Background: an optimization exercise with open tools, aiming at small area, a short achievable clock period and few clock cycles. Do not read the settings as production practice.
Only simulation tests tie the RTL to the original design; equivalence was not proved.

===== flow/config.mk =====
export PLATFORM = sky130hd
export DESIGN_NAME = MultiplicationDivisionUnit
export DESIGN_NICKNAME = MultiplicationDivisionUnit
export VERILOG_FILES = /design/flow/design.v
export SDC_FILE = /design/flow/constraint.sdc
export NUM_CORES = 4
export LEC_CHECK = 0
export CAP_MARGIN = 40
export CORE_MARGIN = 2
export CORE_UTILIZATION = 35
export SLEW_MARGIN = 40

===== flow/constraint.sdc =====
create_clock -name core_clock -period 100.0 [get_ports {clock}]
set_input_delay 20.0000 -clock core_clock [delete_from_list [all_inputs] [get_ports {clock}]]
set_output_delay 20.0000 -clock core_clock [all_outputs]
set_load 0.01 [all_outputs]

===== flow/design.v =====
typedef logic [63:0] _mdu_long_t;
typedef logic [31:0] _mdu_int_t;
typedef enum logic [2:0] {
    MDU_READ_HI,
    MDU_READ_LO,
    MDU_WRITE_HI,
    MDU_WRITE_LO,
    MDU_START_SIGNED_MUL,
    MDU_START_UNSIGNED_MUL,
    MDU_START_SIGNED_DIV,
    MDU_START_UNSIGNED_DIV
} mdu_operation_t;
module MultiplicationDivisionUnit(
    input logic reset,
    input logic clock,
    input _mdu_int_t operand1,
    input _mdu_int_t operand2,
    input mdu_operation_t operation,
    input logic start,
    output logic busy,
    output _mdu_int_t dataRead
);
_mdu_int_t hi, lo;
_mdu_int_t remainingCycleCount;
_mdu_int_t savedOperand1, savedOperand2;
mdu_operation_t savedOperation;
_mdu_long_t resultSignedMul;
_mdu_long_t resultUnsignedMul;
_mdu_long_t resultSignedDiv;
_mdu_long_t resultUnsignedDiv;
always_comb begin
    resultSignedMul   = $signed(savedOperand1) * $signed(savedOperand2);
    resultUnsignedMul = savedOperand1 * savedOperand2;
    resultSignedDiv   = {
        $signed(savedOperand1) % $signed(savedOperand2),
        $signed(savedOperand1) / $signed(savedOperand2)
    };
    resultUnsignedDiv = {
        savedOperand1 % savedOperand2,
        savedOperand1 / savedOperand2
    };
end
always_ff @ (posedge clock) begin
    if (reset) begin
        hi <= 0;
        lo <= 0;
        remainingCycleCount <= 0;
    end
    else begin
        if (remainingCycleCount != 0)
            remainingCycleCount <= remainingCycleCount - 1;
        if (remainingCycleCount == 1)
            case (savedOperation)
                MDU_START_SIGNED_MUL:   {hi, lo} <= resultSignedMul;
                MDU_START_UNSIGNED_MUL: {hi, lo} <= resultUnsignedMul;
                MDU_START_SIGNED_DIV:   if (savedOperand2 != 0) {hi, lo} <= resultSignedDiv;
                MDU_START_UNSIGNED_DIV: if (savedOperand2 != 0) {hi, lo} <= resultUnsignedDiv;
            endcase
        else if (remainingCycleCount == 0) begin
            case (operation)
                MDU_START_SIGNED_MUL, MDU_START_UNSIGNED_MUL,
                MDU_START_SIGNED_DIV, MDU_START_UNSIGNED_DIV: begin
                    if (start) begin
                        case (operation)
                            MDU_START_SIGNED_MUL, MDU_START_UNSIGNED_MUL: remainingCycleCount <= 5;
                            MDU_START_SIGNED_DIV, MDU_START_UNSIGNED_DIV: remainingCycleCount <= 10;
                        endcase
                        savedOperand1 <= operand1;
                        savedOperand2 <= operand2;
                        savedOperation <= operation;
                    end
                end
                MDU_WRITE_HI: hi <= operand1;
                MDU_WRITE_LO: lo <= operand1;
            endcase
        end
    end
end
always_comb
    busy = remainingCycleCount != 0;
always_comb begin
    dataRead = 0;
    case (operation)
        MDU_READ_HI: dataRead = hi;
        MDU_READ_LO: dataRead = lo;
    endcase
end
endmodule

===== flow/run.sh =====
#!/bin/bash
# synth_recipe.tcl (not shown) runs the flow's synth.tcl, then flattens the netlist and writes it again
# the make line also repeats each setting of config.mk as NAME=value (left out here)
make -C /OpenROAD-flow-scripts/flow DESIGN_CONFIG=/design/flow/config.mk WORK_HOME=/design/flow/orfs CLKGATE_MAP_FILE= SYNTH_SCRIPT=/design/flow/synth_recipe.tcl finish

==> summary.txt <==
number of unique standard cell types used by synthesis 118; largest net degree at the start of global routing 87; signed area change from the synthesized netlist to the final layout 7.415%; met3 track demand over resource 7.240%; most common cell after layout, fill and taps aside sky130_fd_sc_hd__nand2_1; Total Die Area 0.3491 mm2; Longest Clk Path Bufs 3; number of input and output port buffers inserted 102; average instance area after synthesis 7.668 um2; DRT Wirelength 571,800 um; most used flip-flop cell after synthesis sky130_fd_sc_hd__dfxtp_1; standard cell with the maximum stage delay on the critical path sky130_fd_sc_hd__nor4_2; leading area contributor after synthesis sky130_fd_sc_hd__fa_1; TritonCTS clock tree built; worst slew slack as a fraction of its limit 27.87%; average wire per standard cell 28.31 um; top-level I/O count 103; total number of placement rows 215; critical path capture point type flip-flop; placed wire-length estimate after detailed placement 464,200 um; setup total negative slack 0 ps; clock slew seen by the registers of the worst setup and hold paths 100 ps; number of endpoints with negative hold slack in the final report 0; count of fill cells added during filler insertion 35,980; minimum setup slack in the final design 5505 ps; flop and latch count out of synthesis 163; most used cells in the layout excluding fill and tap cells 1,933 x sky130_fd_sc_hd__nand2_1, 1,746 x sky130_fd_sc_hd__inv_1, 1,472 x sky130_fd_sc_hd__fa_1, 1,456 x sky130_fd_sc_hd__ha_1, 1,408 x sky130_fd_sc_hd__nor2_1; crit path kind flip-flop to flip-flop; last weighted congestion value of the routability-driven placer 1.070; number of max-slew violations in the final report 0; register area share after synthesis 3.264%; met2 track demand over resource 48.92%; outcome complete, no violations; Post-synth EDFFs 67; Worst EP required 100,420 ps; Total Routing Usage GR 32.04%; post-route antenna net violation count 0; net count reported at finish 18,620; overflow left after global routing 0; gr busiest metal met2; total DRC errors in the routed layout 0; overall die width 590.8 um; kind of start point of the critical path flip-flop; met1 layer usage reported by global route 40.40%; number of cells produced by synthesis 15,720; via total after detailed routing 122,100; total standard cell area after synthesis 0.1205 mm2; area inside the core boundary 0.3430 mm2; Syn Nets 18,720; Least-Margin Pin Slew 1074 ps; via count normalized by instance count 6.043; clock root cell sky130_fd_sc_hd__clkbuf_16; overall die height 590.8 um; worst clock skew 49.98 ps; reg-to-reg setup timing slack 5500 ps; share of final-layout standard cells stronger than drive strength 1 5.985%; cells taking the most area after synthesis sky130_fd_sc_hd__fa_1 24%, sky130_fd_sc_hd__ha_1 15%, sky130_fd_sc_hd__nand2_1 6.0%; count of max-cap constraint violations 0; async set or reset register ratio after synthesis 0%; vias in the first global route 117,900; pre-CTS setup slack 7205 ps; post-route fraction of the period consumed by the critical path 94.50%; top cell type's share of synthesized area 24.48%; Skew-Pair Late Insertion Delay 580 ps; wire length of the first global-routing pass 822,200 um; unrepaired setup endpoints after global routing no; yosys warns 1; delay of the slowest cell on the worst path 770 ps; post-layout minimum cycle time 94,500 ps; # setup viols final 0; effective utilization at floorplan 35.14%; CP max FO 37; data arrival time of the critical path 94,910 ps; first-pass iteration count of the detailed router 6; CTS H-Tree Depth 4; max frequency 10.58 MHz; initial antenna violation count 36; Detailed Route Iter0 Violations 14,130; total CTS buffers 25; CTS sink cnt 163; class of the worst hold path flip-flop to flip-flop
## area by class of cell
type                            count  area, um2  area share [%]
Multi-Input combinational cell  13140     108300           83.62
Tap cell                         4557       5702           4.404
Antenna cell                       21      52.55         0.04059
Inverter                         1783       6698           5.174
Timing Repair Buffer              501       4113           3.177
Clock inverter                      6      62.56         0.04832
Sequential cell                   163       3934           3.039
Clock buffer                       27      643.1          0.4968
## worst paths after layout
kind                         end                        from  cells past startpoint
max reg2reg  hi[22]$_SDFFE_PP0P_  savedOperand2[0]$_DFFE_PP_                    343
min reg2reg  hi[21]$_SDFFE_PP0P_         hi[21]$_SDFFE_PP0P_                      1
max          hi[22]$_SDFFE_PP0P_  savedOperand2[0]$_DFFE_PP_                    343
min          hi[21]$_SDFFE_PP0P_         hi[21]$_SDFFE_PP0P_                      1
## timing repair
item                       4_1_cts  5_1_grt
setup endpoints to repair        0       46
resized for setup                0        9
hold buffers                     0        0
buffers inserted                 0        0
## worst max-delay path, delay by kind of cell, from the launching register on
kind                       cells  cell delay, ps
AOI/OAI and AO/OA            158           42560
xor gates and xnor gates       1             250
adders and majority gates     32           10450
buffers and inverters         30            7530
DFF                            1             370
muxes                          4            1010
and+or+nand+nor              118           31800
## state kept, by name, summed over array words and instances (netlist names)
| register | flops |
|---|---|
| savedOperand1 | 32 |
| savedOperation | 3 |
| savedOperand2 | 32 |
| remainingCycleCount | 32 |
| hi | 32 |
| lo | 32 |
## synth_stat cells, drive strengths merged, types with 69 or more instances
library cell and n:
nand2 1937, inv 1763, fa 1474, ha 1456, nor2 1431, a21oi 1025
o21ai 690, xnor2 602, clkbuf 477, nor3 407, a21o 399, xor2 364
nand3 293, o21a 279, and2 197, a31oi 167, buf 153, nand4 150
nand2b 139, a211oi 138, or3 138, o211ai 124, or2 115, nor2b 108
nor4 105, o21bai 104, o31ai 103, and3 100, dfxtp 96, mux2 96
mux2i 76, a221oi 69
## metrics by stage
stage	instance area, um2	utilization, %	cells	hold slack [ps]
3_3_place_gp	128100	37.33	20120	433.7
6_report	129500	37.74	20200	458.1
4_1_cts	129200	37.67	20170	453.4
2_1_floorplan	120500	-	15720	420.2
5_1_grt	129400	37.73	20180	468.7
3_5_place_dp	128500	37.46	20140	439.2
## kinds of logic after synthesis
logic type / synth area share, %
AOI/OAI and AO/OA: 20.97
buffers and inverters: 7.575
xor gates and xnor gates: 7.026
muxes: 1.534
adders and majority gates: 39.60
and+or+nand+nor: 20.03
DFF: 3.264
## metal layers
layer	vias to the layer above	wire, um
met5	-	336
met1	59920	223500
met4	32	48300
met3	1598	58510
li1	53990	-
met2	6532	241200
Testbench counts, summed over its fixed seeds: cycles 33,365.

## re-timing with driven ports
How much do the figures lean on ideal ports? The routed layout below was timed once more, with nothing changed but the port constraints. Step 1: set_driving_cell puts a clkbuf_16 on clock and a buf_2 on each other input, an assumption about the parent block. Step 2 also shifts input and output timing later by t, the mid clock arrival at the registers, as if the neighbouring blocks saw the same clock. Three values: ideal, step 1, step 2; two values: the first two.
t, ns: 0.612
setup WS [ns]: 5.505 / 5.505 / 5.505
worst hold slack (ns): 0.458 / 0.458 / 0.458
worst register clock-pin slew, ns: 0.10 / 0.10
pins driven straight from the clock port: 1
After both steps this run still meets setup and hold. The setup slack of this run moves by 0.000 ns with the drivers and by 0.000 ns with both steps.
